Context: an optimization exercise on an open-source flow, tuned for small area and a short achievable clock period. The choices shown serve that exercise and are no tape-out recipe.
Only simulation tests tie the RTL to the original design; equivalence was not proved.

==> flow/design.v <==
module fm_mul_pre(a, b, s, e, c);
	input  [15:0] a, b;
	output        s;
	output [4:0]  e;
	output [1:0]  c;
	wire za  = ~|a[14:0];
	wire zb  = ~|b[14:0];
	wire ia  = &a[14:10];
	wire ib  = &b[14:10];
	wire nan = (ia & |a[9:0]) | (ib & |b[9:0]);
	wire z   = za | zb;
	wire i   = ia | ib;
	assign s = a[15] ^ b[15];
	assign e = a[14:10] + b[14:10] + 5'd17;
	assign c = (nan | (z & i)) ? 2'd3 : z ? 2'd0 : i ? 2'd2 : 2'd1;
endmodule
module fm_mul_prod(ma, mb, m, st);
	input  [9:0]  ma, mb;
	output [12:0] m;
	output        st;
	wire pp_0_0 = ma[0] & mb[0];
	wire pp_0_1 = ma[0] & mb[1];
	wire pp_0_2 = ma[0] & mb[2];
	wire pp_0_3 = ma[0] & mb[3];
	wire pp_0_4 = ma[0] & mb[4];
	wire pp_0_5 = ma[0] & mb[5];
	wire pp_0_6 = ma[0] & mb[6];
	wire pp_0_7 = ma[0] & mb[7];
	wire pp_0_8 = ma[0] & mb[8];
	wire pp_0_9 = ma[0] & mb[9];
	wire pp_1_0 = ma[1] & mb[0];
	wire pp_1_1 = ma[1] & mb[1];
	wire pp_1_2 = ma[1] & mb[2];
	wire pp_1_3 = ma[1] & mb[3];
	wire pp_1_4 = ma[1] & mb[4];
	wire pp_1_5 = ma[1] & mb[5];
	wire pp_1_6 = ma[1] & mb[6];
	wire pp_1_7 = ma[1] & mb[7];
	wire pp_1_8 = ma[1] & mb[8];
	wire pp_1_9 = ma[1] & mb[9];
	wire pp_2_0 = ma[2] & mb[0];
	wire pp_2_1 = ma[2] & mb[1];
	wire pp_2_2 = ma[2] & mb[2];
	wire pp_2_3 = ma[2] & mb[3];
	wire pp_2_4 = ma[2] & mb[4];
	wire pp_2_5 = ma[2] & mb[5];
	wire pp_2_6 = ma[2] & mb[6];
	wire pp_2_7 = ma[2] & mb[7];
	wire pp_2_8 = ma[2] & mb[8];
	wire pp_2_9 = ma[2] & mb[9];
	wire pp_3_0 = ma[3] & mb[0];
	wire pp_3_1 = ma[3] & mb[1];
	wire pp_3_2 = ma[3] & mb[2];
	wire pp_3_3 = ma[3] & mb[3];
	wire pp_3_4 = ma[3] & mb[4];
	wire pp_3_5 = ma[3] & mb[5];
	wire pp_3_6 = ma[3] & mb[6];
	wire pp_3_7 = ma[3] & mb[7];
	wire pp_3_8 = ma[3] & mb[8];
	wire pp_3_9 = ma[3] & mb[9];
	wire pp_4_0 = ma[4] & mb[0];
	wire pp_4_1 = ma[4] & mb[1];
	wire pp_4_2 = ma[4] & mb[2];
	wire pp_4_3 = ma[4] & mb[3];
	wire pp_4_4 = ma[4] & mb[4];
	wire pp_4_5 = ma[4] & mb[5];
	wire pp_4_6 = ma[4] & mb[6];
	wire pp_4_7 = ma[4] & mb[7];
	wire pp_4_8 = ma[4] & mb[8];
	wire pp_4_9 = ma[4] & mb[9];
	wire pp_5_0 = ma[5] & mb[0];
	wire pp_5_1 = ma[5] & mb[1];
	wire pp_5_2 = ma[5] & mb[2];
	wire pp_5_3 = ma[5] & mb[3];
	wire pp_5_4 = ma[5] & mb[4];
	wire pp_5_5 = ma[5] & mb[5];
	wire pp_5_6 = ma[5] & mb[6];
	wire pp_5_7 = ma[5] & mb[7];
	wire pp_5_8 = ma[5] & mb[8];
	wire pp_5_9 = ma[5] & mb[9];
	wire pp_6_0 = ma[6] & mb[0];
	wire pp_6_1 = ma[6] & mb[1];
	wire pp_6_2 = ma[6] & mb[2];
	wire pp_6_3 = ma[6] & mb[3];
	wire pp_6_4 = ma[6] & mb[4];
	wire pp_6_5 = ma[6] & mb[5];
	wire pp_6_6 = ma[6] & mb[6];
	wire pp_6_7 = ma[6] & mb[7];
	wire pp_6_8 = ma[6] & mb[8];
	wire pp_6_9 = ma[6] & mb[9];
	wire pp_7_0 = ma[7] & mb[0];
	wire pp_7_1 = ma[7] & mb[1];
	wire pp_7_2 = ma[7] & mb[2];
	wire pp_7_3 = ma[7] & mb[3];
	wire pp_7_4 = ma[7] & mb[4];
	wire pp_7_5 = ma[7] & mb[5];
	wire pp_7_6 = ma[7] & mb[6];
	wire pp_7_7 = ma[7] & mb[7];
	wire pp_7_8 = ma[7] & mb[8];
	wire pp_7_9 = ma[7] & mb[9];
	wire pp_8_0 = ma[8] & mb[0];
	wire pp_8_1 = ma[8] & mb[1];
	wire pp_8_2 = ma[8] & mb[2];
	wire pp_8_3 = ma[8] & mb[3];
	wire pp_8_4 = ma[8] & mb[4];
	wire pp_8_5 = ma[8] & mb[5];
	wire pp_8_6 = ma[8] & mb[6];
	wire pp_8_7 = ma[8] & mb[7];
	wire pp_8_8 = ma[8] & mb[8];
	wire pp_8_9 = ma[8] & mb[9];
	wire pp_9_0 = ma[9] & mb[0];
	wire pp_9_1 = ma[9] & mb[1];
	wire pp_9_2 = ma[9] & mb[2];
	wire pp_9_3 = ma[9] & mb[3];
	wire pp_9_4 = ma[9] & mb[4];
	wire pp_9_5 = ma[9] & mb[5];
	wire pp_9_6 = ma[9] & mb[6];
	wire pp_9_7 = ma[9] & mb[7];
	wire pp_9_8 = ma[9] & mb[8];
	wire pp_9_9 = ma[9] & mb[9];
	wire hs0 = pp_0_9 ^ pp_1_8;
	wire hc0 = pp_0_9 & pp_1_8;
	wire fs1 = ma[0] ^ pp_1_9 ^ pp_2_8;
	wire fc1 = (ma[0] & pp_1_9) | (ma[0] & pp_2_8) | (pp_1_9 & pp_2_8);
	wire hs2 = pp_3_7 ^ pp_4_6;
	wire hc2 = pp_3_7 & pp_4_6;
	wire fs3 = ma[1] ^ pp_2_9 ^ pp_3_8;
	wire fc3 = (ma[1] & pp_2_9) | (ma[1] & pp_3_8) | (pp_2_9 & pp_3_8);
	wire hs4 = pp_4_7 ^ pp_5_6;
	wire hc4 = pp_4_7 & pp_5_6;
	wire fs5 = ma[2] ^ pp_3_9 ^ pp_4_8;
	wire fc5 = (ma[2] & pp_3_9) | (ma[2] & pp_4_8) | (pp_3_9 & pp_4_8);
	wire hs6 = pp_0_6 ^ pp_1_5;
	wire hc6 = pp_0_6 & pp_1_5;
	wire fs7 = pp_0_7 ^ pp_1_6 ^ pp_2_5;
	wire fc7 = (pp_0_7 & pp_1_6) | (pp_0_7 & pp_2_5) | (pp_1_6 & pp_2_5);
	wire hs8 = pp_3_4 ^ pp_4_3;
	wire hc8 = pp_3_4 & pp_4_3;
	wire fs9 = pp_0_8 ^ pp_1_7 ^ pp_2_6;
	wire fc9 = (pp_0_8 & pp_1_7) | (pp_0_8 & pp_2_6) | (pp_1_7 & pp_2_6);
	wire fs10 = pp_3_5 ^ pp_4_4 ^ pp_5_3;
	wire fc10 = (pp_3_5 & pp_4_4) | (pp_3_5 & pp_5_3) | (pp_4_4 & pp_5_3);
	wire hs11 = pp_6_2 ^ pp_7_1;
	wire hc11 = pp_6_2 & pp_7_1;
	wire fs12 = hs0 ^ pp_2_7 ^ pp_3_6;
	wire fc12 = (hs0 & pp_2_7) | (hs0 & pp_3_6) | (pp_2_7 & pp_3_6);
	wire fs13 = pp_4_5 ^ pp_5_4 ^ pp_6_3;
	wire fc13 = (pp_4_5 & pp_5_4) | (pp_4_5 & pp_6_3) | (pp_5_4 & pp_6_3);
	wire fs14 = pp_7_2 ^ pp_8_1 ^ pp_9_0;
	wire fc14 = (pp_7_2 & pp_8_1) | (pp_7_2 & pp_9_0) | (pp_8_1 & pp_9_0);
	wire fs15 = hc0 ^ fs1 ^ hs2;
	wire fc15 = (hc0 & fs1) | (hc0 & hs2) | (fs1 & hs2);
	wire fs16 = pp_5_5 ^ pp_6_4 ^ pp_7_3;
	wire fc16 = (pp_5_5 & pp_6_4) | (pp_5_5 & pp_7_3) | (pp_6_4 & pp_7_3);
	wire fs17 = pp_8_2 ^ pp_9_1 ^ mb[0];
	wire fc17 = (pp_8_2 & pp_9_1) | (pp_8_2 & mb[0]) | (pp_9_1 & mb[0]);
	wire fs18 = fc1 ^ hc2 ^ fs3;
	wire fc18 = (fc1 & hc2) | (fc1 & fs3) | (hc2 & fs3);
	wire fs19 = hs4 ^ pp_6_5 ^ pp_7_4;
	wire fc19 = (hs4 & pp_6_5) | (hs4 & pp_7_4) | (pp_6_5 & pp_7_4);
	wire fs20 = pp_8_3 ^ pp_9_2 ^ mb[1];
	wire fc20 = (pp_8_3 & pp_9_2) | (pp_8_3 & mb[1]) | (pp_9_2 & mb[1]);
	wire fs21 = fc3 ^ hc4 ^ fs5;
	wire fc21 = (fc3 & hc4) | (fc3 & fs5) | (hc4 & fs5);
	wire fs22 = pp_5_7 ^ pp_6_6 ^ pp_7_5;
	wire fc22 = (pp_5_7 & pp_6_6) | (pp_5_7 & pp_7_5) | (pp_6_6 & pp_7_5);
	wire fs23 = pp_8_4 ^ pp_9_3 ^ mb[2];
	wire fc23 = (pp_8_4 & pp_9_3) | (pp_8_4 & mb[2]) | (pp_9_3 & mb[2]);
	wire fs24 = fc5 ^ ma[3] ^ pp_4_9;
	wire fc24 = (fc5 & ma[3]) | (fc5 & pp_4_9) | (ma[3] & pp_4_9);
	wire fs25 = pp_5_8 ^ pp_6_7 ^ pp_7_6;
	wire fc25 = (pp_5_8 & pp_6_7) | (pp_5_8 & pp_7_6) | (pp_6_7 & pp_7_6);
	wire fs26 = pp_8_5 ^ pp_9_4 ^ mb[3];
	wire fc26 = (pp_8_5 & pp_9_4) | (pp_8_5 & mb[3]) | (pp_9_4 & mb[3]);
	wire fs27 = ma[4] ^ pp_5_9 ^ pp_6_8;
	wire fc27 = (ma[4] & pp_5_9) | (ma[4] & pp_6_8) | (pp_5_9 & pp_6_8);
	wire fs28 = pp_7_7 ^ pp_8_6 ^ pp_9_5;
	wire fc28 = (pp_7_7 & pp_8_6) | (pp_7_7 & pp_9_5) | (pp_8_6 & pp_9_5);
	wire fs29 = ma[5] ^ pp_6_9 ^ pp_7_8;
	wire fc29 = (ma[5] & pp_6_9) | (ma[5] & pp_7_8) | (pp_6_9 & pp_7_8);
	wire hs30 = pp_0_4 ^ pp_1_3;
	wire hc30 = pp_0_4 & pp_1_3;
	wire fs31 = pp_0_5 ^ pp_1_4 ^ pp_2_3;
	wire fc31 = (pp_0_5 & pp_1_4) | (pp_0_5 & pp_2_3) | (pp_1_4 & pp_2_3);
	wire hs32 = pp_3_2 ^ pp_4_1;
	wire hc32 = pp_3_2 & pp_4_1;
	wire fs33 = hs6 ^ pp_2_4 ^ pp_3_3;
	wire fc33 = (hs6 & pp_2_4) | (hs6 & pp_3_3) | (pp_2_4 & pp_3_3);
	wire fs34 = pp_4_2 ^ pp_5_1 ^ pp_6_0;
	wire fc34 = (pp_4_2 & pp_5_1) | (pp_4_2 & pp_6_0) | (pp_5_1 & pp_6_0);
	wire fs35 = hc6 ^ fs7 ^ hs8;
	wire fc35 = (hc6 & fs7) | (hc6 & hs8) | (fs7 & hs8);
	wire fs36 = pp_5_2 ^ pp_6_1 ^ pp_7_0;
	wire fc36 = (pp_5_2 & pp_6_1) | (pp_5_2 & pp_7_0) | (pp_6_1 & pp_7_0);
	wire fs37 = fc7 ^ hc8 ^ fs9;
	wire fc37 = (fc7 & hc8) | (fc7 & fs9) | (hc8 & fs9);
	wire fs38 = fs10 ^ hs11 ^ pp_8_0;
	wire fc38 = (fs10 & hs11) | (fs10 & pp_8_0) | (hs11 & pp_8_0);
	wire fs39 = fc9 ^ fc10 ^ hc11;
	wire fc39 = (fc9 & fc10) | (fc9 & hc11) | (fc10 & hc11);
	wire fs40 = fs12 ^ fs13 ^ fs14;
	wire fc40 = (fs12 & fs13) | (fs12 & fs14) | (fs13 & fs14);
	wire fs41 = fc12 ^ fc13 ^ fc14;
	wire fc41 = (fc12 & fc13) | (fc12 & fc14) | (fc13 & fc14);
	wire fs42 = fs15 ^ fs16 ^ fs17;
	wire fc42 = (fs15 & fs16) | (fs15 & fs17) | (fs16 & fs17);
	wire fs43 = fc15 ^ fc16 ^ fc17;
	wire fc43 = (fc15 & fc16) | (fc15 & fc17) | (fc16 & fc17);
	wire fs44 = fs18 ^ fs19 ^ fs20;
	wire fc44 = (fs18 & fs19) | (fs18 & fs20) | (fs19 & fs20);
	wire fs45 = fc18 ^ fc19 ^ fc20;
	wire fc45 = (fc18 & fc19) | (fc18 & fc20) | (fc19 & fc20);
	wire fs46 = fs21 ^ fs22 ^ fs23;
	wire fc46 = (fs21 & fs22) | (fs21 & fs23) | (fs22 & fs23);
	wire fs47 = fc21 ^ fc22 ^ fc23;
	wire fc47 = (fc21 & fc22) | (fc21 & fc23) | (fc22 & fc23);
	wire fs48 = fs24 ^ fs25 ^ fs26;
	wire fc48 = (fs24 & fs25) | (fs24 & fs26) | (fs25 & fs26);
	wire fs49 = fc24 ^ fc25 ^ fc26;
	wire fc49 = (fc24 & fc25) | (fc24 & fc26) | (fc25 & fc26);
	wire fs50 = fs27 ^ fs28 ^ mb[4];
	wire fc50 = (fs27 & fs28) | (fs27 & mb[4]) | (fs28 & mb[4]);
	wire fs51 = fc27 ^ fc28 ^ fs29;
	wire fc51 = (fc27 & fc28) | (fc27 & fs29) | (fc28 & fs29);
	wire fs52 = pp_8_7 ^ pp_9_6 ^ mb[5];
	wire fc52 = (pp_8_7 & pp_9_6) | (pp_8_7 & mb[5]) | (pp_9_6 & mb[5]);
	wire fs53 = fc29 ^ ma[6] ^ pp_7_9;
	wire fc53 = (fc29 & ma[6]) | (fc29 & pp_7_9) | (ma[6] & pp_7_9);
	wire fs54 = pp_8_8 ^ pp_9_7 ^ mb[6];
	wire fc54 = (pp_8_8 & pp_9_7) | (pp_8_8 & mb[6]) | (pp_9_7 & mb[6]);
	wire fs55 = ma[7] ^ pp_8_9 ^ pp_9_8;
	wire fc55 = (ma[7] & pp_8_9) | (ma[7] & pp_9_8) | (pp_8_9 & pp_9_8);
	wire hs56 = pp_0_3 ^ pp_1_2;
	wire hc56 = pp_0_3 & pp_1_2;
	wire fs57 = hs30 ^ pp_2_2 ^ pp_3_1;
	wire fc57 = (hs30 & pp_2_2) | (hs30 & pp_3_1) | (pp_2_2 & pp_3_1);
	wire fs58 = hc30 ^ fs31 ^ hs32;
	wire fc58 = (hc30 & fs31) | (hc30 & hs32) | (fs31 & hs32);
	wire fs59 = fc31 ^ hc32 ^ fs33;
	wire fc59 = (fc31 & hc32) | (fc31 & fs33) | (hc32 & fs33);
	wire fs60 = fc33 ^ fc34 ^ fs35;
	wire fc60 = (fc33 & fc34) | (fc33 & fs35) | (fc34 & fs35);
	wire fs61 = fc35 ^ fc36 ^ fs37;
	wire fc61 = (fc35 & fc36) | (fc35 & fs37) | (fc36 & fs37);
	wire fs62 = fc37 ^ fc38 ^ fs39;
	wire fc62 = (fc37 & fc38) | (fc37 & fs39) | (fc38 & fs39);
	wire fs63 = fc39 ^ fc40 ^ fs41;
	wire fc63 = (fc39 & fc40) | (fc39 & fs41) | (fc40 & fs41);
	wire fs64 = fc41 ^ fc42 ^ fs43;
	wire fc64 = (fc41 & fc42) | (fc41 & fs43) | (fc42 & fs43);
	wire fs65 = fc43 ^ fc44 ^ fs45;
	wire fc65 = (fc43 & fc44) | (fc43 & fs45) | (fc44 & fs45);
	wire fs66 = fc45 ^ fc46 ^ fs47;
	wire fc66 = (fc45 & fc46) | (fc45 & fs47) | (fc46 & fs47);
	wire fs67 = fc47 ^ fc48 ^ fs49;
	wire fc67 = (fc47 & fc48) | (fc47 & fs49) | (fc48 & fs49);
	wire fs68 = fc49 ^ fc50 ^ fs51;
	wire fc68 = (fc49 & fc50) | (fc49 & fs51) | (fc50 & fs51);
	wire fs69 = fc51 ^ fc52 ^ fs53;
	wire fc69 = (fc51 & fc52) | (fc51 & fs53) | (fc52 & fs53);
	wire fs70 = fc53 ^ fc54 ^ fs55;
	wire fc70 = (fc53 & fc54) | (fc53 & fs55) | (fc54 & fs55);
	wire fs71 = fc55 ^ ma[8] ^ pp_9_9;
	wire fc71 = (fc55 & ma[8]) | (fc55 & pp_9_9) | (ma[8] & pp_9_9);
	wire hs72 = pp_0_2 ^ pp_1_1;
	wire hc72 = pp_0_2 & pp_1_1;
	wire fs73 = hs56 ^ pp_2_1 ^ pp_3_0;
	wire fc73 = (hs56 & pp_2_1) | (hs56 & pp_3_0) | (pp_2_1 & pp_3_0);
	wire fs74 = hc56 ^ fs57 ^ pp_4_0;
	wire fc74 = (hc56 & fs57) | (hc56 & pp_4_0) | (fs57 & pp_4_0);
	wire fs75 = fc57 ^ fs58 ^ pp_5_0;
	wire fc75 = (fc57 & fs58) | (fc57 & pp_5_0) | (fs58 & pp_5_0);
	wire fs76 = fc58 ^ fs59 ^ fs34;
	wire fc76 = (fc58 & fs59) | (fc58 & fs34) | (fs59 & fs34);
	wire fs77 = fc59 ^ fs60 ^ fs36;
	wire fc77 = (fc59 & fs60) | (fc59 & fs36) | (fs60 & fs36);
	wire fs78 = fc60 ^ fs61 ^ fs38;
	wire fc78 = (fc60 & fs61) | (fc60 & fs38) | (fs61 & fs38);
	wire fs79 = fc61 ^ fs62 ^ fs40;
	wire fc79 = (fc61 & fs62) | (fc61 & fs40) | (fs62 & fs40);
	wire fs80 = fc62 ^ fs63 ^ fs42;
	wire fc80 = (fc62 & fs63) | (fc62 & fs42) | (fs63 & fs42);
	wire fs81 = fc63 ^ fs64 ^ fs44;
	wire fc81 = (fc63 & fs64) | (fc63 & fs44) | (fs64 & fs44);
	wire fs82 = fc64 ^ fs65 ^ fs46;
	wire fc82 = (fc64 & fs65) | (fc64 & fs46) | (fs65 & fs46);
	wire fs83 = fc65 ^ fs66 ^ fs48;
	wire fc83 = (fc65 & fs66) | (fc65 & fs48) | (fs66 & fs48);
	wire fs84 = fc66 ^ fs67 ^ fs50;
	wire fc84 = (fc66 & fs67) | (fc66 & fs50) | (fs67 & fs50);
	wire fs85 = fc67 ^ fs68 ^ fs52;
	wire fc85 = (fc67 & fs68) | (fc67 & fs52) | (fs68 & fs52);
	wire fs86 = fc68 ^ fs69 ^ fs54;
	wire fc86 = (fc68 & fs69) | (fc68 & fs54) | (fs69 & fs54);
	wire fs87 = fc69 ^ fs70 ^ mb[7];
	wire fc87 = (fc69 & fs70) | (fc69 & mb[7]) | (fs70 & mb[7]);
	wire fs88 = fc70 ^ fs71 ^ mb[8];
	wire fc88 = (fc70 & fs71) | (fc70 & mb[8]) | (fs71 & mb[8]);
	wire fs89 = fc71 ^ ma[9] ^ mb[9];
	wire fc89 = (fc71 & ma[9]) | (fc71 & mb[9]) | (ma[9] & mb[9]);
	wire [21:0] ra = {1'b0, fc89, fc88, fc87, fc86, fc85, fc84, fc83, fc82, fc81, fc80, fc79, fc78, fc77, fc76, fc75, fc74, fc73, hc72, hs72, pp_0_1, pp_0_0};
	wire [21:0] rb = {1'b0, 1'b1, fs89, fs88, fs87, fs86, fs85, fs84, fs83, fs82, fs81, fs80, fs79, fs78, fs77, fs76, fs75, fs74, fs73, pp_2_0, pp_1_0, 1'b0};
	wire [21:0] p = ra + rb;
	assign m  = p[21:9];
	assign st = |p[8:0];
endmodule
module fm_mul_round(s, e, c, m, st, p);
	input         s;
	input  [4:0]  e;
	input  [1:0]  c;
	input  [12:0] m;      
	input         st;     
	output [15:0] p;
	wire hi = m[12];
	wire r  = hi ? m[1] : m[0];
	wire g  = hi ? m[2] : m[1];
	wire sk = st | (hi & m[0]);
	wire up = r & (g | sk);
	wire [10:0] k  = hi ? m[12:2] : m[11:1];
	wire [11:0] kp = {1'b0, k} + up;
	wire        cy = hi | kp[11];
	wire [9:0]  f  = kp[11] ? kp[10:1] : kp[9:0];
	wire [4:0]  ex = e + cy;
	reg [14:0] mag;
	always @(*) begin
		case (c)
			2'd0: mag = 15'h0000;
			2'd1: mag = {ex, f};
			2'd2: mag = 15'h7c00;
			default: mag = 15'h7c01;
		endcase
	end
	assign p = {s, mag};
endmodule
module fm_add(A, B, Y);
	input  [15:0] A, B;
	output [15:0] Y;
	wire       sA = A[15], sB = B[15];
	wire [4:0] eA = A[14:10], eB = B[14:10];
	wire [9:0] mA = A[9:0],   mB = B[9:0];
	wire zA  = ~|eA;
	wire zB  = ~|eB;
	wire iA  = &eA;
	wire iB  = &eB;
	wire nan = (iA & |mA) | (iB & |mB);
	wire sub = sA ^ sB;
	wire [5:0]  dab  = {1'b0, eA} - {1'b0, eB};
	wire [4:0]  dba  = eB - eA;
	wire        ge   = ~dab[5];
	wire [4:0]  d    = ge ? dab[4:0] : dba;
	wire [4:0]  emax = ge ? eA : eB;
	wire [10:0] Mbig = ge ? {1'b1, mA} : {1'b1, mB};
	wire [10:0] Msm  = ge ? {1'b1, mB} : {1'b1, mA};
	wire        sbig = ge ? sA : sB;
	wire [21:0] yal = {Msm, 11'b0} >> d;
	wire        st8 = |yal[8:0];
	wire        st9 = st8 | yal[9];
	wire        st10 = st9 | yal[10];
	wire [11:0] H = {1'b0, Mbig} + ({12{sub}} ^ {1'b0, yal[21:11]}) + {11'b0, sub & ~st10};
	wire        R10 = yal[10] ^ (sub & st9);
	wire        R9  = yal[9]  ^ (sub & st8);
	reg  [10:0] fk;
	reg         fr, fg, fs;
	reg  [4:0]  fe;
	always @(*) begin
		if (H[11]) begin
			fk = H[11:1]; fr = H[0]; fg = H[1]; fs = st10; fe = emax + 5'd1;
		end else if (H[10]) begin
			fk = H[10:0]; fr = R10;  fg = H[0]; fs = st9;  fe = emax;
		end else begin
			fk = {H[9:0], R10}; fr = R9; fg = R10; fs = st8; fe = emax - 5'd1;
		end
	end
	wire        fup = fr & (fg | fs);
	wire [11:0] fkp = {1'b0, fk} + fup;
	wire [4:0]  fe2 = fe + fkp[11];
	wire [14:0] far_mag = {fe2, fkp[9:0]};
	wire        d0 = (eA == eB);
	wire        d1 = (d == 5'd1);
	wire [11:0] dA = {1'b0, mA} - {1'b0, mB};    
	wire        negA = dA[11];
	wire [10:0] dAbs = negA ? (~dA[10:0] + 11'd1) : dA[10:0];
	wire [11:0] T1 = {Mbig, 1'b0} - {1'b0, Msm};
	wire [11:0] T  = d0 ? {dAbs, 1'b0} : T1;
	wire        sn = d0 ? (sA ^ negA) : sbig;
	reg [3:0] lz;
	always @(*) begin
		casez (T[10:0])
			11'b1??????????: lz = 4'd0;
			11'b01?????????: lz = 4'd1;
			11'b001????????: lz = 4'd2;
			11'b0001???????: lz = 4'd3;
			11'b00001??????: lz = 4'd4;
			11'b000001?????: lz = 4'd5;
			11'b0000001????: lz = 4'd6;
			11'b00000001???: lz = 4'd7;
			11'b000000001??: lz = 4'd8;
			default:         lz = 4'd9;
		endcase
	end
	wire [10:0] V   = T[10:0] << lz;
	wire [4:0]  en  = emax - 5'd1 - {1'b0, lz};
	wire        nv  = V[10];
	wire [15:0] near_res = nv ? {sn, en, V[9:0]} : {6'b0, V[9:0]};
	wire        near_sel = sub & (d0 | (d1 & ~T[11]));
	wire [15:0] normal = near_sel ? near_res : {sbig, far_mag};
	assign Y = nan ? 16'h7c01 :
	           zA  ? B :
	           zB  ? A :
	           (iA | iB) ? (sub ? 16'h7c01 : {sA, 15'h7c00}) :
	           normal;
endmodule
module fp16MAC(a, b, acc, CLK, RESETn);
	input [15:0] a, b;
	input CLK, RESETn;
	output reg [15:0] acc;
	wire        pre_s;
	wire [4:0]  pre_e;
	wire [1:0]  pre_c;
	fm_mul_pre u_pre(.a(a), .b(b), .s(pre_s), .e(pre_e), .c(pre_c));
	reg        in_s;
	reg [1:0]  in_c;
	reg [4:0]  in_e;
	reg [9:0]  in_ma, in_mb;
	wire [12:0] mul_m;
	wire        mul_st;
	fm_mul_prod u_prod(.ma(in_ma), .mb(in_mb), .m(mul_m), .st(mul_st));
	reg        md_s;
	reg [1:0]  md_c;
	reg [4:0]  md_e;
	reg [12:0] md_m;
	reg        md_st;
	wire [15:0] prod_w;
	fm_mul_round u_rnd(.s(md_s), .e(md_e), .c(md_c), .m(md_m), .st(md_st), .p(prod_w));
	reg [15:0] prod;
	wire [15:0] sum_w;
	fm_add u_add(.A(acc), .B(prod), .Y(sum_w));
	always @(posedge CLK, negedge RESETn) begin
		if (!RESETn) begin
			in_s <= 1'b0;
			in_c <= 2'd0;
			md_s <= 1'b0;
			md_c <= 2'd0;
			prod <= 16'd0;
			acc  <= 16'd0;
		end else begin
			in_s <= pre_s;
			in_c <= pre_c;
			md_s <= in_s;
			md_c <= in_c;
			prod <= prod_w;
			acc  <= sum_w;
		end
	end
	always @(posedge CLK) begin
		in_e  <= pre_e;
		in_ma <= a[9:0];
		in_mb <= b[9:0];
		md_e  <= in_e;
		md_m  <= mul_m;
		md_st <= mul_st;
	end
endmodule
==> flow/run.sh <==
#!/bin/bash
# synth_recipe.tcl (not shown) runs the flow's synth.tcl, then flattens the netlist and writes it again
# the make line also repeats each setting of config.mk as NAME=value (left out here)
make -C /OpenROAD-flow-scripts/flow DESIGN_CONFIG=/design/flow/config.mk WORK_HOME=/design/flow/orfs CLKGATE_MAP_FILE= SYNTH_SCRIPT=/design/flow/synth_recipe.tcl finish
==> flow/config.mk <==
export PLATFORM = sky130hd
export DESIGN_NAME = fp16MAC
export DESIGN_NICKNAME = fp16MAC
export VERILOG_FILES = /design/flow/design.v
export SDC_FILE = /design/flow/constraint.sdc
export NUM_CORES = 4
export LEC_CHECK = 0
export ABC_AREA = 1
export CAP_MARGIN = 20
export CORE_MARGIN = 2
export CORE_UTILIZATION = 55
export SLEW_MARGIN = 20
==> flow/constraint.sdc <==
create_clock -name core_clock -period 15.5 [get_ports {CLK}]
set_input_delay 3.1000 -clock core_clock [delete_from_list [all_inputs] [get_ports {CLK}]]
set_output_delay 3.1000 -clock core_clock [all_outputs]
set_load 0.01 [all_outputs]
==> impl_results.md, run 1 <==
* CTS tree: done
* Sequential share of the synthesized area at 15.4%
* Via density at 5.48
* M3 GR Usage at 4.19%
* Worst hold path depth at 0
* Vias in the first global route at 10800
* R2r worst-path depth at 47
* TNS Setup at 0 ns
* Critical path's top delay family: simple AND/OR/NAND/NOR gates
* Layout cells sized above 1 at 7.00%
* Total die area at 22900 um^2
* Critical Path Slowest Stage Cell: nand3_4
* Worst min path class: reg2reg
* Die X-Extent at 151 um
* Tcrit/Tclk final at 51.6%
* Initial antenna violation count at 0
* Drt pass-1 iters at 5
* WL per Instance at between 15 and 20 um
* Final setup skew at roughly 0.0060 ns
* Data arrival, critical path at 8.21 ns
* WL final at 33900 um
* GP Congestion at 0.968
* Main synth FF type: dfxtp_1
* Tightest Pin Transition at 0.929 ns
* CP max FO at 55
* Synthesized flop and latch total at 82
* Post-Syn Instances at 1779
* Number of hold-repair buffers added at the cts stage at 0
* All-Layer GR Usage at a little under a third
* Floorplan Core Area at around 21000 um^2
* Global-route track usage on met2 at a little over half
* Synthesized area per cell at 6.71 um^2
* Max Transition Viols Final at 0
* Crit path launch type: flip-flop
* Tmin final at 7.99 ns
* CTS buffer count at 9
* RSZ-0062 raised after global routing: no
* Netlist cell types at 63
* ANT nets after route at 0
* Total number of vias at 11400
* Critical Path Stages at 47
* Inserted Diodes at 0
* Worst skew pair latency at 0.34 ns
* Global route total overflow at 0
* Critical path class: reg2reg
* CP max stage delay at 0.60 ns
* Max Cap Viol at 0
* Post-synth EDFFs at 0
* First-pass GRT wire length at 54300 um
* Slew HR at between 30% and 40%
* # fillers at 2050
* Outcome: finished clean
* Mapped Area at 11900 um^2
* Die span in y at 151 um
* Largest net degree at the start of global routing at 56
* CP most frequent cell: nand2_1
* Fin. Hold Viols at 0
* Clk sinks at 82
* H-tree depth at 3
* YS warnings at 3
* Reg clk slew, reported paths at 0.07 ns
* Initial Utilization at 56.4%
* Nets at around 2000
* Worst setup EP type: flip-flop
* Worst EP required at ~16 ns
* Syn Nets at ~2000
* Ys async rst share at 46.3%
* Setup-failing EPs final at 0
* Post-CTS Setup Inserts at 0
* DRC viols at 0
* Row cnt at 53
* Port Buffer Count at between 40 and 50
* Dpl hpwl at between 20000 and 30000 um
* GR peak layer: met2
* Clock Tree Buf Depth at 2
* Root buf cell: clkbuf_16
* Fin util at 60.7%
* Met1 Resource Use GR at 37.7%
* Synth-to-layout area growth at 7.67%
* I/O pin cnt at 50
* Initial DRC Count at approximately 760
* Post_cts resized at 0
* Buf/Inv on CP at 6
* Max Fclk at 125 MHz
-- path summary, 6_finish.rpt --
path / start / end / slack [ns]
hold / removal: in_e[1]$_DFF_P_ / md_e[1]$_DFF_P_ / 0.33
setup / recovery: prod[14]$_DFF_PN0_ / acc[14]$_DFFE_PN0P_ / 7.51
min in group asynchronous: RESETn / prod[15]$_DFF_PN0_ / 2.87
setup reg to reg: prod[14]$_DFF_PN0_ / acc[14]$_DFFE_PN0P_ / 7.51
max in group asynchronous: RESETn / prod[1]$_DFF_PN0_ / 12.07
hold reg to reg: in_e[1]$_DFF_P_ / md_e[1]$_DFF_P_ / 0.33
-- logic make-up (layout without fill, tap and decap cells) --
group,count (synthesis),in the layout,share of synthesized area (%)
flip-flops,82,82,15.4
buffers and inverters,396,416,13.0
adder cells (fa/ha/maj),170,170,23.4
AND/OR/NAND/NOR,835,835,32.1
multiplexers,2,2,0.168
AO/OA/AOI/OAI,226,226,11.0
XOR/XNOR,68,68,4.99
-- cells in the final DEF (no fill, tap or decap), types with 44 or more instances in the layout --
master and instances:
clkdlybuf4s50_1 48, nand3_1 134, o21ai_0 56, xor2_1 51, nand2_1 472, a21oi_1 81, dfxtp_1 44, ha_1 82
inv_1 321, nor2_1 86, fa_1 88
-- synth_stat cells (3+ instances only) --
library cell,instances,area share [%]
o22ai_1,4,0.21
a21o_1,4,0.25
nor4_1,7,0.37
clkbuf_1,31,0.98
nor2_2,6,0.31
nand2_4,10,0.94
nand2_1,472,15
or2_2,6,0.31
buf_2,11,0.46
nor2_4,6,0.57
inv_2,20,0.63
a21oi_1,81,3.4
o21ai_1,29,1.2
o21bai_1,6,0.38
nand3_2,7,0.59
ha_1,82,8.6
dfrtp_1,38,8.0
a22oi_1,3,0.19
nor2_1,86,2.7
nand2_2,30,1.6
fa_1,88,15
o21ai_0,56,2.3
nor3_1,21,0.88
nand4_1,34,1.8
dfxtp_1,44,7.4
xnor2_1,17,1.2
nand3b_1,4,0.25
a31oi_1,9,0.47
clkinv_1,4,0.13
nand3_1,134,5.6
o21ai_2,4,0.29
xor2_1,51,3.7
inv_1,321,10
o211ai_1,11,0.69
-- routing by layer --
metal	vias to the layer above	wire (um)	part of all wire, %
li1	5632	-	-
met3	65	2030	6.0
met1	5283	13900	41
met4	0	1170	3.5
met2	383	16900	50
met5	-	0	0
-- final cells by class --
| class | instances | area (um^2) | share of cell area [%] |
|---|---|---|---|
| Tap cell | 275 | 344 | 2.68 |
| Multi-Input combinational cell | 1301 | 8550 | 66.5 |
| Clock buffer | 9 | 225 | 1.75 |
| Sequential cell | 82 | 1830 | 14.3 |
| Inverter | 347 | 1310 | 10.2 |
| Timing Repair Buffer | 53 | 515 | 4.01 |
| Clock inverter | 7 | 72.6 | 0.565 |
-- state kept, by name, indices dropped and copies added (netlist names) --
name   count
acc       16
in_s       1
md_c       2
md_s       1
in_ma     10
in_mb     10
in_c       2
md_m      13
prod      16
in_e       5
md_e       5
md_st      1
-- through the flow --
step | area, um^2 | hold slack, ns | worst slack (ns) | cells
floorplan | 11900 | 0.310 | 9.11 | 1779
global placement | 12500 | 0.310 | 7.82 | 2058
detailed placement | 12500 | 0.313 | 7.67 | 2058
CTS | 12800 | 0.327 | 7.65 | 2074
global route | 12800 | 0.331 | 6.61 | 2074
finish | 12800 | 0.327 | 7.51 | 2074
==> run 2, diff against run 1 <==
--- a/flow/design.v
+++ b/flow/design.v
@@ -1 +1,47 @@
+module fm_sk #(parameter N = 8) (a, b, cin, sum, cout);
+	input  [N-1:0] a, b;
+	input          cin;
+	output [N-1:0] sum;
+	output         cout;
+	localparam L = (N >= 16) ? 5 : (N >= 8) ? 4 : (N >= 4) ? 3 : (N >= 2) ? 2 : 1;
+	wire [N:0] g0 = {a & b, cin};
+	wire [N:0] p0 = {a ^ b, 1'b0};
+	wire [N:0] g [0:L];
+	wire [N:0] p [0:L];
+	assign g[0] = g0;
+	assign p[0] = p0;
+	genvar l, i;
+	generate
+		for (l = 0; l < L; l = l + 1) begin : lv
+			for (i = 0; i <= N; i = i + 1) begin : bt
+				if (((i >> l) & 1) == 1) begin : comb
+					localparam integer J = ((i >> l) << l) - 1;
+					assign g[l+1][i] = g[l][i] | (p[l][i] & g[l][J]);
+					assign p[l+1][i] = p[l][i] & p[l][J];
+				end else begin : pass
+					assign g[l+1][i] = g[l][i];
+					assign p[l+1][i] = p[l][i];
+				end
+			end
+		end
+	endgenerate
+	assign sum  = p0[N:1] ^ g[L][N-1:0];
+	assign cout = g[L][N];
+endmodule
+module fm_inc #(parameter N = 8) (a, inc, sum, cout);
+	input  [N-1:0] a;
+	input          inc;
+	output [N-1:0] sum;
+	output         cout;
+	wire [N:0] c;
+	assign c[0] = inc;
+	genvar i;
+	generate
+		for (i = 1; i <= N; i = i + 1) begin : bt
+			assign c[i] = inc & (&a[i-1:0]);
+		end
+	endgenerate
+	assign sum  = a ^ c[N-1:0];
+	assign cout = c[N];
+endmodule
 module fm_mul_pre(a, b, s, e, c);
@@ -346,10 +392,17 @@
 	wire sub = sA ^ sB;
-	wire [5:0]  dab  = {1'b0, eA} - {1'b0, eB};
-	wire [4:0]  dba  = eB - eA;
-	wire        ge   = ~dab[5];
-	wire [4:0]  d    = ge ? dab[4:0] : dba;
-	wire [4:0]  emax = ge ? eA : eB;
-	wire [10:0] Mbig = ge ? {1'b1, mA} : {1'b1, mB};
-	wire [10:0] Msm  = ge ? {1'b1, mB} : {1'b1, mA};
-	wire        sbig = ge ? sA : sB;
+	wire [4:0] dab, dba;
+	wire       cab, cba;
+	fm_sk #(5) u_dab(.a(eA), .b(~eB), .cin(1'b1), .sum(dab), .cout(cab));    
+	fm_sk #(5) u_dba(.a(eB), .b(~eA), .cin(1'b1), .sum(dba), .cout(cba));    
+	wire [9:0] mdum;
+	wire       cm;
+	fm_sk #(10) u_mc(.a(mA), .b(~mB), .cin(1'b1), .sum(mdum), .cout(cm));    
+	wire       d0   = cab & cba;
+	wire       ge   = cab;                       
+	wire       gm   = cab & (~cba | cm);         
+	wire [4:0] d    = ge ? dab : dba;
+	wire [4:0] emax = ge ? eA : eB;
+	wire [10:0] Mbig = gm ? {1'b1, mA} : {1'b1, mB};
+	wire [10:0] Msm  = gm ? {1'b1, mB} : {1'b1, mA};
+	wire        sbig = gm ? sA : sB;
 	wire [21:0] yal = {Msm, 11'b0} >> d;
@@ -358,29 +411,30 @@
 	wire        st10 = st9 | yal[10];
-	wire [11:0] H = {1'b0, Mbig} + ({12{sub}} ^ {1'b0, yal[21:11]}) + {11'b0, sub & ~st10};
+	wire [11:0] H;
+	wire        Hc;
+	fm_sk #(12) u_h(.a({1'b0, Mbig}), .b({12{sub}} ^ {1'b0, yal[21:11]}), .cin(sub & ~st10), .sum(H), .cout(Hc));
 	wire        R10 = yal[10] ^ (sub & st9);
 	wire        R9  = yal[9]  ^ (sub & st8);
-	reg  [10:0] fk;
-	reg         fr, fg, fs;
-	reg  [4:0]  fe;
-	always @(*) begin
-		if (H[11]) begin
-			fk = H[11:1]; fr = H[0]; fg = H[1]; fs = st10; fe = emax + 5'd1;
-		end else if (H[10]) begin
-			fk = H[10:0]; fr = R10;  fg = H[0]; fs = st9;  fe = emax;
-		end else begin
-			fk = {H[9:0], R10}; fr = R9; fg = R10; fs = st8; fe = emax - 5'd1;
-		end
-	end
+	wire        n0 = H[11];
+	wire        n1 = ~H[11] & H[10];
+	wire        n2 = ~H[11] & ~H[10];
+	wire [10:0] fk = ({11{n0}} & H[11:1]) | ({11{n1}} & H[10:0]) | ({11{n2}} & {H[9:0], R10});
+	wire        fr = (n0 & H[0]) | (n1 & R10) | (n2 & R9);
+	wire        fg = (n0 & H[1]) | (n1 & H[0]) | (n2 & R10);
+	wire        fs = (n0 & st10) | (n1 & st9) | (n2 & st8);
 	wire        fup = fr & (fg | fs);
-	wire [11:0] fkp = {1'b0, fk} + fup;
-	wire [4:0]  fe2 = fe + fkp[11];
-	wire [14:0] far_mag = {fe2, fkp[9:0]};
-	wire        d0 = (eA == eB);
-	wire        d1 = (d == 5'd1);
-	wire [11:0] dA = {1'b0, mA} - {1'b0, mB};    
-	wire        negA = dA[11];
-	wire [10:0] dAbs = negA ? (~dA[10:0] + 11'd1) : dA[10:0];
-	wire [11:0] T1 = {Mbig, 1'b0} - {1'b0, Msm};
-	wire [11:0] T  = d0 ? {dAbs, 1'b0} : T1;
-	wire        sn = d0 ? (sA ^ negA) : sbig;
+	wire [10:0] fkp;
+	wire        fov;
+	fm_inc #(11) u_fi(.a(fk), .inc(fup), .sum(fkp), .cout(fov));
+	wire [4:0]  emp1, emp2, emm1;
+	wire        dc0, dc1, dc2;
+	fm_inc #(5) u_e1(.a(emax), .inc(1'b1), .sum(emp1), .cout(dc0));
+	fm_inc #(5) u_e2(.a(emp1), .inc(1'b1), .sum(emp2), .cout(dc1));
+	fm_sk  #(5) u_e3(.a(emax), .b(5'b11111), .cin(1'b0), .sum(emm1), .cout(dc2));
+	wire [4:0]  fe = n0 ? (fov ? emp2 : emp1) :
+	                 n1 ? (fov ? emp1 : emax) :
+	                      (fov ? emax : emm1);
+	wire [14:0] far_mag = {fe, fkp[9:0]};
+	wire [11:0] T;
+	wire        Tc;
+	fm_sk #(12) u_t(.a({Mbig, 1'b0}), .b(~(d0 ? {Msm, 1'b0} : {1'b0, Msm})), .cin(1'b1), .sum(T), .cout(Tc));
 	reg [3:0] lz;
@@ -400,7 +454,9 @@
 	end
-	wire [10:0] V   = T[10:0] << lz;
-	wire [4:0]  en  = emax - 5'd1 - {1'b0, lz};
-	wire        nv  = V[10];
-	wire [15:0] near_res = nv ? {sn, en, V[9:0]} : {6'b0, V[9:0]};
-	wire        near_sel = sub & (d0 | (d1 & ~T[11]));
+	wire [10:0] V  = T[10:0] << lz;
+	wire [4:0]  en;
+	wire        enc;
+	fm_sk #(5) u_en(.a(emax), .b(~{1'b0, lz}), .cin(1'b0), .sum(en), .cout(enc));    
+	wire        nv = V[10];
+	wire [15:0] near_res = nv ? {sbig, en, V[9:0]} : {6'b0, V[9:0]};
+	wire        near_sel = sub & (d0 | ((d == 5'd1) & ~T[11]));
 	wire [15:0] normal = near_sel ? near_res : {sbig, far_mag};
==> flow/flow/run.sh (new file) <==
#!/bin/bash
# Own flow: the standard layout (standard.sh, unchanged scripts and
# settings), except that synthesis may not use the full/half adder cells.
# Yosys's extract_fa otherwise turns the arithmetic into chains of slow
# fa/ha cells with inverters around them; without them ABC maps the same
# logic into ordinary gates.  Registers, floorplan, power grid, placement,
# clock tree and routing are the standard flow's.
set -euo pipefail
export DONT_USE_CELLS="sky130_fd_sc_hd__fa_1 sky130_fd_sc_hd__fa_2 sky130_fd_sc_hd__fa_4 sky130_fd_sc_hd__ha_1 sky130_fd_sc_hd__ha_2 sky130_fd_sc_hd__ha_4"
bash standard.sh > standard.log 2>&1
==> flow/standard.sh (new file) <==
#!/bin/bash
# synth_recipe.tcl (not shown) runs the flow's synth.tcl, then flattens the netlist and writes it again
# the make line also repeats each setting of config.mk as NAME=value (left out here)
make -C /OpenROAD-flow-scripts/flow DESIGN_CONFIG=/design/flow/config.mk WORK_HOME=/design/flow/orfs CLKGATE_MAP_FILE= SYNTH_SCRIPT=/design/flow/synth_recipe.tcl "${@:-finish}"
removed: flow/run.sh
==> impl_results.md, run 2 <==
* Critical Path Slowest Stage Cell: dfrtp_1 (was nand3_4)
* Layout cells sized above 1 at 3.87% (was 7.00%)
* Initial DRC Count at 614 (was 758)
* Port Buffer Count at 49 (unchanged)
* Post-Syn Instances at 1560 (was 1779)
* Syn Nets at 1775 (was 1983)
* CTS buffer count at 9 (unchanged)
* Clk sinks at 82 (unchanged)
* WL per Instance at 15.8 um (was 16.4 um)
* Slew HR at 33.3% (was 37.9%)
* Data arrival, critical path at 7.77 ns (was 8.21 ns)
* Total number of vias at 9858 (was 11400)
* Die span in y at 145 um (was 151 um)
* Floorplan Core Area at 19500 um^2 (was 21200 um^2)
* Worst skew pair latency at 0.36 ns (was 0.34 ns)
* Most frequent cells in the layout: nand2_1 (381), inv_1 (308), nand3_1 (146) (was nand2_1 (472), inv_1 (321), nand3_1 (134))
* ANT nets after route at 0 (unchanged)
* Tightest Pin Transition at 0.993 ns (was 0.929 ns)
* Max Fclk at 132 MHz (was 125 MHz)
* Dpl hpwl at 24200 um (was 28000 um)
* Row cnt at 51 (was 53)
* WL final at 29100 um (was 33900 um)
* Final setup skew at 0.0135 ns (was 0.00602 ns)
* Met1 WL at 11800 um (was 13900 um)
* Commonest cells in the netlist: nand2_1 (381), inv_1 (308), nand3_1 (146) (was nand2_1 (472), inv_1 (321), nand3_1 (134))
* Die X-Extent at 145 um (was 151 um)
* Worst setup EP type: flip-flop (unchanged)
* Worst EP required at 15.70 ns (was 15.72 ns)
* Setup-failing EPs final at 0 (unchanged)
* Tmin final at 7.57 ns (was 7.99 ns)
* Max Transition Viols Final at 0 (unchanged)
* Area leader, netlist: fa_1 (was nand2_1)
* Number of hold-repair buffers added at the cts stage at 0 (unchanged)
* Setup WS pre-CTS at 8.12 ns (was 7.67 ns)
* Max Cap Viol at 0 (unchanged)
* Critical path class: reg2reg (unchanged)
* Synth-to-layout area growth at 8.06% (was 7.67%)
* Most common cell after layout, fill and taps aside: nand2_1 (unchanged)
* Post-CTS Setup Inserts at 0 (unchanged)
* DRC viols at 0 (unchanged)
* Global route total overflow at 0 (unchanged)
* H-tree depth at 3 (unchanged)
* Post_cts resized at 0 (unchanged)
* Initial Utilization at 56.1% (was 56.4%)
* Drt pass-1 iters at 5 (unchanged)
* Critical path's top delay family: simple AND/OR/NAND/NOR gates (unchanged)
* Largest net degree at the start of global routing at 39 (was 56)
* Fin. Hold Viols at 0 (unchanged)
* CTS tree: done (unchanged)
* Buf/Inv on CP at 2 (was 6)
* Vias in the first global route at 9646 (was 10800)
* Outcome: finished clean (unchanged)
* Synthesized area per cell at 7.02 um^2 (was 6.71 um^2)
* Total die area at 21000 um^2 (was 22900 um^2)
* Clock Tree Buf Depth at 2 (unchanged)
* Met2 wire length at 14900 um (was 16900 um)
* CP most frequent cell: nand2_1 (unchanged)
* Met3 WL at 1170 um (was 2030 um)
* GP Congestion at 1.02 (was 0.968)
* Synthesized flop and latch total at 82 (unchanged)
* CP max FO at 27 (was 55)
* I/O pin cnt at 50 (unchanged)
* YS warnings at 6 (was 3)
* Largest cells by area after synthesis: fa_1 (17%), nand2_1 (13%), inv_1 (11%), ha_1 (9.8%), dfrtp_1 (8.7%) (was nand2_1 (15%), fa_1 (15%), inv_1 (10%), ha_1 (8.6%), dfrtp_1 (8.0%))
* Crit path launch type: flip-flop (unchanged)
* CP max stage delay at 0.49 ns (was 0.60 ns)
* TNS Setup at 0 ns (unchanged)
* Top cell type's share of synthesized area at 17.4% (was 14.9%)
* Min Hold Slack at 0.325 ns (was 0.327 ns)
* First-pass GRT wire length at 48000 um (was 54300 um)
* Ys async rst share at 46.3% (unchanged)
* Tcrit/Tclk final at 48.9% (was 51.6%)
* Nets at 1788 (was 1998)
* Most used standard cell by instance count after synthesis: nand2_1 (unchanged)
* Inserted Diodes at 0 (unchanged)
* Main synth FF type: dfxtp_1 (unchanged)
* Sequential share of the synthesized area at 16.7% (was 15.4%)
* Worst min path class: reg2reg (unchanged)
* Mapped Area at 10900 um^2 (was 11900 um^2)
* Fin util at 60.6% (was 60.7%)
* Initial antenna violation count at 0 (unchanged)
* RSZ-0062 raised after global routing: no (unchanged)
* Netlist cell types at 60 (was 63)
* Largest regs: acc x16, prod x16, md_m x13 (unchanged)
* Setup ws final at 7.93 ns (was 7.51 ns)
* All-Layer GR Usage at 28.3% (was 30.4%)
* Via density at 5.35 (was 5.48)
* Reg clk slew, reported paths at 0.07 ns (about the same)
* Post-synth EDFFs at 0 (unchanged)
* Highest routed layer: met4 (unchanged)
* Root buf cell: clkbuf_16 (unchanged)
-- run 2: worst paths after layout --
kind                                     start             endpoint  slack (ns)  depth (start not counted)
hold / removal                 in_e[1]$_DFF_P_      md_e[1]$_DFF_P_        0.33                          0
setup / recovery           acc[14]$_DFFE_PN0P_  acc[10]$_DFFE_PN0P_        7.93                         41
setup reg to reg           acc[14]$_DFFE_PN0P_  acc[10]$_DFFE_PN0P_        7.93                         41
min in group asynchronous               RESETn  acc[11]$_DFFE_PN0P_        2.85                          1
max in group asynchronous               RESETn    prod[2]$_DFF_PN0_       12.10                          1
hold reg to reg                in_e[1]$_DFF_P_      md_e[1]$_DFF_P_        0.33                          0
-- run 2: final cells by class --
cell class	count	area (um^2)
clock buffers	9	225
clock inverters	7	76.3
fillers	1905	7700
inverters	318	1200
multi-input cells	1112	7670
flip-flops and latches	82	1830
well taps	265	332
repair buffers	50	493
-- run 2: per-stage QoR --
| stage | instances | instance area, um^2 |
|---|---|---|
| floorplan | 1560 | 10900 |
| global placement | 1827 | 11500 |
| detailed placement | 1827 | 11500 |
| CTS | 1843 | 11800 |
| global route | 1843 | 11800 |
| finish | 1843 | 11800 |
-- run 2: cells by family (layout without fill, tap and decap cells) --
kind of cell             count (synthesis)  in the layout  synth area share, %
buffers and inverters                  366            384                 13.2
flip-flops                              82             82                 16.7
AO/OA/AOI/OAI                          207            207                 11.3
AND/OR/NAND/NOR                        655            655                 25.8
adder cells (fa/ha/maj)                181            181                 27.2
multiplexers                             3              3                0.320
XOR/XNOR                                66             66                 5.42
-- run 2: metal layers --
layer	vias up	track usage, %
met2	288	51.4
met5	-	0
li1	4921	-
met3	71	2.83
met4	0	12.8
met1	4578	34.0
==> run 3, diff against run 2 <==
==> flow/run.sh (new file) <==
#!/bin/bash
# synth_recipe.tcl (not shown) runs the flow's synth.tcl, then flattens the netlist and writes it again
# the make line also repeats each setting of config.mk as NAME=value (left out here)
make -C /OpenROAD-flow-scripts/flow DESIGN_CONFIG=/design/flow/config.mk WORK_HOME=/design/flow/orfs CLKGATE_MAP_FILE= SYNTH_SCRIPT=/design/flow/synth_recipe.tcl finish
removed: flow/flow/run.sh
removed: flow/standard.sh
==> impl_results.md, run 3 <==
* Outcome: finished clean (unchanged)
* Setup-failing EPs final at 0 (unchanged)
* CP max stage delay at 0.49 ns (about the same)
* Final Cell Area at 11800 um^2 (unchanged)
* Max Transition Viols Final at 0 (unchanged)
* Clock Tree Buf Depth at 2 (unchanged)
* CTS buffer count at 9 (unchanged)
* Post-Syn Instances at 1560 (unchanged)
* WL per Instance at 15.8 um (unchanged)
* Vias in the first global route at 9646 (unchanged)
* Floorplan Core Area at 19500 um^2 (unchanged)
* Post-synth EDFFs at 0 (unchanged)
* Most used standard cell by instance count after synthesis: nand2_1 (unchanged)
* Min Hold Slack at 0.325 ns (unchanged)
* TNS Setup at 0 ns (unchanged)
* Worst skew pair latency at 0.36 ns (about the same)
* Top cell type's share of synthesized area at 17.4% (unchanged)
* Number of hold-repair buffers added at the cts stage at 0 (unchanged)
* Crit path launch type: flip-flop (unchanged)
* Mapped Area at 10900 um^2 (unchanged)
* Total die area at 21000 um^2 (unchanged)
* CTS tree: done (unchanged)
* Worst setup EP type: flip-flop (unchanged)
* RSZ-0062 raised after global routing: no (unchanged)
* Drt pass-1 iters at 5 (unchanged)
* Initial Utilization at 56.1% (unchanged)
* Critical Path Slowest Stage Cell: dfrtp_1 (unchanged)
* WL final at 29100 um (unchanged)
* Clk sinks at 82 (unchanged)
* DRC viols at 0 (unchanged)
* Synth-to-layout area growth at 8.06% (unchanged)
* R2r setup slk at 7.93 ns (about the same)
* Worst hold path depth at 0 (unchanged)
* H-tree depth at 3 (unchanged)
* Dpl cell area at 11500 um^2 (unchanged)
* Die span in y at 145 um (unchanged)
* YS warnings at 6 (unchanged)
* Syn Nets at 1775 (unchanged)
* Worst EP required at 15.70 ns (about the same)
* Nets at 1788 (unchanged)
* Tmin final at 7.57 ns (unchanged)
* Global route total overflow at 0 (unchanged)
* Ys async rst share at 46.3% (unchanged)
* Tcrit/Tclk final at 48.9% (unchanged)
* Initial DRC Count at 614 (unchanged)
* Post_cts resized at 0 (unchanged)
* Commonest cells in the netlist: nand2_1 (381), inv_1 (308), nand3_1 (146) (unchanged)
* Reg clk slew, reported paths at 0.07 ns (about the same)
* Row cnt at 51 (unchanged)
* Via density at 5.35 (unchanged)
* Slew HR at 33.3% (unchanged)
* Largest regs: acc x16, prod x16, md_m x13 (unchanged)
* Most frequent cells in the layout: nand2_1 (381), inv_1 (308), nand3_1 (146) (unchanged)
* Synthesized area per cell at 7.02 um^2 (unchanged)
* Root buf cell: clkbuf_16 (unchanged)
* I/O pin cnt at 50 (unchanged)
* Main synth FF type: dfxtp_1 (unchanged)
* R2r worst-path depth at 41 (unchanged)
* Critical path class: reg2reg (unchanged)
* # fillers at 1905 (unchanged)
* Max Fclk at 132 MHz (unchanged)
* Most common cell after layout, fill and taps aside: nand2_1 (unchanged)
* Initial antenna violation count at 0 (unchanged)
* Max Cap Viol at 0 (unchanged)
* Total number of vias at 9858 (unchanged)
* Post-CTS Setup Inserts at 0 (unchanged)
* Final setup skew at 0.0135 ns (unchanged)
* Synthesized flop and latch total at 82 (unchanged)
* Largest cells by area after synthesis: fa_1 (17%), nand2_1 (13%), inv_1 (11%), ha_1 (9.8%), dfrtp_1 (8.7%) (unchanged)
* Largest net degree at the start of global routing at 39 (unchanged)
* Worst min path class: reg2reg (unchanged)
* Dpl hpwl at 24200 um (unchanged)
* Inserted Diodes at 0 (unchanged)
* Fin. Hold Viols at 0 (unchanged)
* Cell total after placement at 1827 (unchanged)
* Fin cells at 1843 (unchanged)
* Die X-Extent at 145 um (unchanged)
* All-Layer GR Usage at 28.3% (unchanged)
* Port Buffer Count at 49 (unchanged)
* First-pass GRT wire length at 48000 um (unchanged)
* ANT nets after route at 0 (unchanged)
* CP max FO at 27 (unchanged)
* Area leader, netlist: fa_1 (unchanged)
* Data arrival, critical path at 7.77 ns (about the same)
* Sequential share of the synthesized area at 16.7% (unchanged)
* Netlist cell types at 60 (unchanged)
* CP most frequent cell: nand2_1 (unchanged)
* Tightest Pin Transition at 0.993 ns (unchanged)
* Layout cells sized above 1 at 3.87% (unchanged)
* GP Congestion at 1.02 (unchanged)
==> run 3: cell counts after synthesis <==
No cell type changed its count.
==> run 3: worst paths after layout <==
check,start,end
min,in_e[1]$_DFF_P_,md_e[1]$_DFF_P_
max reg2reg,acc[14]$_DFFE_PN0P_,acc[10]$_DFFE_PN0P_
min reg2reg,in_e[1]$_DFF_P_,md_e[1]$_DFF_P_
min in group asynchronous,RESETn,acc[11]$_DFFE_PN0P_
max,acc[14]$_DFFE_PN0P_,acc[10]$_DFFE_PN0P_
max in group asynchronous,RESETn,prod[2]$_DFF_PN0_
==> run 3: cell families (layout without fill, tap and decap cells) <==
logic type	after synthesis	after routing	synth area share, %
AO/OA/AOI/OAI	207	207	11.3
flip-flops	82	82	16.7
AND/OR/NAND/NOR	655	655	25.8
buffers and inverters	366	384	13.2
adder cells (fa/ha/maj)	181	181	27.2
XOR/XNOR	66	66	5.42
multiplexers	3	3	0.320
==> run 3: per-stage QoR <==
stage / setup WS [ns] / utilization (%)
global route: 7.15 / 60.6
floorplan: 9.62 / -
finish: 7.93 / 60.6
detailed placement: 8.12 / 59.0
CTS: 8.09 / 60.6
global placement: 8.19 / 59.0
==> run 3: final cells by class <==
cell class              count  area [um^2]  area share, %
repair buffers             50          493           4.17
flip-flops and latches     82         1830           15.5
clock buffers               9          225           1.90
well taps                 265          332           2.80
clock inverters             7         76.3          0.645
inverters                 318         1200           10.1
multi-input cells        1112         7670           64.9
==> run 3: critical path, delay by kind of cell, from the launching register on <==
family / cells / cell delay [ns]
compound gates: 8 / 1.54
fa+ha+maj: 2 / 0.82
buf+inv: 2 / 0.31
flops: 1 / 0.49
simple gates: 29 / 4.18
==> run 3: layer usage <==
layer	GRT usage [%]	part of all wire, %	vias to the layer above
met3	2.83	4.0	71
met4	12.8	4.1	0
met1	34.0	41	4578
met5	0	0	-
li1	-	-	4921
met2	51.4	51	288
==> run 4, diff against run 3 <==
==> flow/flow/run.sh (new file) <==
#!/bin/bash
# Own flow: the standard layout (standard.sh: the same ORFS scripts and
# settings), except that the full/half adder cells are on the don't-use list.
# Yosys's extract_fa otherwise turns the arithmetic into chains of slow
# fa/ha cells with inverters around them; without them ABC maps the same
# logic into ordinary gates.  Registers, floorplan, power grid, placement,
# clock tree and routing are the standard flow's.
set -euo pipefail
cp config.mk own_config.mk
cat >> own_config.mk <<'EOC'
export DONT_USE_CELLS += sky130_fd_sc_hd__fa_1 sky130_fd_sc_hd__fa_2 sky130_fd_sc_hd__fa_4 sky130_fd_sc_hd__ha_1 sky130_fd_sc_hd__ha_2 sky130_fd_sc_hd__ha_4
EOC
sed -E "s#DESIGN_CONFIG=[^ ]+#DESIGN_CONFIG=$PWD/own_config.mk#" standard.sh > own_standard.sh
grep -q "DESIGN_CONFIG=$PWD/own_config.mk" own_standard.sh
bash own_standard.sh > standard.log 2>&1
==> flow/standard.sh (new file) <==
#!/bin/bash
# synth_recipe.tcl (not shown) runs the flow's synth.tcl, then flattens the netlist and writes it again
# the make line also repeats each setting of config.mk as NAME=value (left out here)
make -C /OpenROAD-flow-scripts/flow DESIGN_CONFIG=/design/flow/config.mk WORK_HOME=/design/flow/orfs CLKGATE_MAP_FILE= SYNTH_SCRIPT=/design/flow/synth_recipe.tcl "${@:-finish}"
removed: flow/run.sh
==> impl_results.md, run 4 <==
* Outcome: finished clean (unchanged)
* WL final at 31700 um (was 29100 um)
* Synth-to-layout area growth at 7.11% (was 8.06%)
* Worst min path class: reg2reg (unchanged)
* Clk sinks at 82 (unchanged)
* Post_cts resized at 0 (unchanged)
* Worst EP required at 15.72 ns (was 15.70 ns)
* Largest net degree at the start of global routing at 39 (unchanged)
* Largest family of logic cells by synthesized area: simple AND/OR/NAND/NOR gates (was adder cells)
* Critical Path Slowest Stage Cell: dfrtp_1 (unchanged)
* Worst R2R Start: acc[7]$_DFFE_PN0P_ (was acc[14]$_DFFE_PN0P_)
* Number of hold-repair buffers added at the cts stage at 0 (unchanged)
* Reg clk slew, reported paths at 0.06 ns (was 0.07 ns)
* Data arrival, critical path at 6.23 ns (was 7.77 ns)
* All-Layer GR Usage at 29.1% (was 28.3%)
* R2r worst-path depth at 40 (was 41)
* Critical path class: reg2reg (unchanged)
* Synthesized area per cell at 5.59 um^2 (was 7.02 um^2)
* Nets at 2109 (was 1788)
* Netlist cell types at 65 (was 60)
* Area leader, netlist: nand2_1 (was fa_1)
* Port Buffer Count at 49 (unchanged)
* Fin. Hold Viols at 0 (unchanged)
* Max Fclk at 167 MHz (was 132 MHz)
* Floorplan Core Area at 20400 um^2 (was 19500 um^2)
* Crit path launch type: flip-flop (unchanged)
* End of the worst register-to-register path: acc[13]$_DFFE_PN0P_ (was acc[10]$_DFFE_PN0P_)
* Commonest cells in the netlist: nand2_1 (669), inv_1 (286), nor2_1 (202) (was nand2_1 (381), inv_1 (308), nand3_1 (146))
* Post-Syn Instances at 2063 (was 1560)
* Layout cells sized above 1 at 8.03% (was 3.87%)
* # fillers at 2080 (was 1905)
* Synth Area in Simple Gates at 45.9% (was 25.8%)
* GP Congestion at 1.01 (was 1.02)
* R2r setup slk at 9.50 ns (was 7.93 ns)
* Vias in the first global route at 11300 (was 9646)
* CP max FO at 32 (was 27)
* CP max stage delay at 0.50 ns (was 0.49 ns)
* Total die area at 22100 um^2 (was 21000 um^2)
* Fin util at 60.4% (was 60.6%)
* Mux share of post-synthesis cell area at 0.695% (was 0.320%)
* Most used standard cell by instance count after synthesis: nand2_1 (unchanged)
* Worst skew pair latency at 0.34 ns (was 0.36 ns)
* Synth Area in Adders at 0% (was 27.2%)
* RSZ-0062 raised after global routing: no (unchanged)
* Storage element area at 1830 um^2 (unchanged)
* Initial DRC Count at 845 (was 614)
* Tmin final at 6.00 ns (was 7.57 ns)
* Initial antenna violation count at 0 (unchanged)
* ANT nets after route at 0 (unchanged)
* Top cell type's share of synthesized area at 21.8% (was 17.4%)
* Area of the multi-input gates at 8220 um^2 (was 7670 um^2)
* Post-Synth XOR/XNOR Area at 10.3% (was 5.42%)
* DRC viols at 0 (unchanged)
* Critical Path Start: acc[7]$_DFFE_PN0P_ (was acc[14]$_DFFE_PN0P_)
* Inserted Diodes at 0 (unchanged)
* Root buf cell: clkbuf_16 (unchanged)
* Critical Path End: acc[13]$_DFFE_PN0P_ (was acc[10]$_DFFE_PN0P_)
* Initial Utilization at 56.4% (was 56.1%)
* WL per Instance at 13.5 um (was 15.8 um)
* Complex-gate fraction of the synthesized area at 14.4% (was 11.3%)
* Mapped Area at 11500 um^2 (was 10900 um^2)
* Drt pass-1 iters at 5 (unchanged)
* Sequential share of the synthesized area at 15.9% (was 16.7%)
* Tcrit/Tclk final at 38.7% (was 48.9%)
* Tightest Pin Transition at 0.870 ns (was 0.993 ns)
* Max Transition Viols Final at 0 (unchanged)
* CP most frequent cell: nand2_1 (unchanged)
* I/O pin cnt at 50 (unchanged)
[run 4: changes by cell type after synthesis, sizes merged, moves of 13 or more]
cell and delta:
nand2 +323, a21oi +35, o21ai +54, nor2 +140, nand4 +20, fa -95, nand3 +15, xor2 +56
or2 +21, a21o -13, ha -86
[run 4: stage by stage]
stage	worst slack, ns	std cells	hold WS, ns	instance area [um^2]
global route	8.86	2350	0.339	12300
finish	9.50	2350	0.327	12300
CTS	9.61	2350	0.327	12300
floorplan	11.18	2063	0.310	11500
detailed placement	9.66	2334	0.313	12100
global placement	9.65	2334	0.313	12100
[run 4: worst min-delay path by stage]
stage | from | to | slack, ns | depth (start not counted)
floorplan | in_e[0]$_DFF_P_ | md_e[0]$_DFF_P_ | 0.31 | 0
global placement | in_e[0]$_DFF_P_ | md_e[0]$_DFF_P_ | 0.31 | 0
detailed placement | in_e[2]$_DFF_P_ | md_e[2]$_DFF_P_ | 0.31 | 0
CTS | in_e[2]$_DFF_P_ | md_e[2]$_DFF_P_ | 0.33 | 0
global route | in_e[2]$_DFF_P_ | md_e[2]$_DFF_P_ | 0.34 | 0
finish | in_e[2]$_DFF_P_ | md_e[2]$_DFF_P_ | 0.33 | 0
[run 4: metal layers]
metal / vias to the layer above / routed length (um) / GRT usage [%]
li1: 6544 / - / -
met1: 5446 / 13700 / 34.9
met2: 415 / 15100 / 51.8
met3: 95 / 1440 / 2.87
met4: 0 / 1570 / 14.4
met5: - / 0 / 0
[run 4: layout make-up]
type | count | share of cell area, %
Clock buffer | 9 | 1.82
Clock inverter | 7 | 0.406
Inverter | 316 | 9.62
Multi-Input combinational cell | 1616 | 66.6
Sequential cell | 82 | 14.8
Tap cell | 270 | 2.74
Timing Repair Buffer | 50 | 3.99
[run 4: worst max-delay path, delay by kind of cell (launching register included)]
family                 cells  cell delay [ns]
buffers and inverters      2             0.24
flip-flops                 1             0.50
AND/OR/NAND/NOR           31             4.15
AO/OA/AOI/OAI              7             0.99
[run 4: cells by family (layout without fill, tap and decap cells)]
family,Yosys count,in the layout
compound gates,296,296
buf+inv,365,382
mux,8,8
flops,82,82
simple gates,1181,1181
xor+xnor,131,131

==> static timing again, ports no longer ideal <==
The results above use ideal ports. As a check the final layouts listed here were re-extracted and re-timed, cells and wires unchanged.
Step 1: set_driving_cell puts a clkbuf_16 on CLK and a buf_2 on each other input, an assumption about the parent block.
Step 2 also shifts input and output timing later by t, the mid clock arrival at the registers, as if the neighbouring blocks saw the same clock.
Slacks: no drivers / after step 1 / after step 2; pairs: no drivers / after step 1.
| run | t, ns | setup slack, ns | cell pins on the clock port's net |
|---|---|---|---|
| run 1 | 0.379 | 7.508 / 7.508 / 7.508 | 1 |
| run 2 | 0.398 | 7.928 / 7.928 / 7.928 | 1 |
| run 3 | 0.398 | 7.928 / 7.928 / 7.928 | 1 |
| run 4 | 0.381 | 9.499 / 9.499 / 9.499 | 1 |
After both steps setup and hold are still met in every run listed.
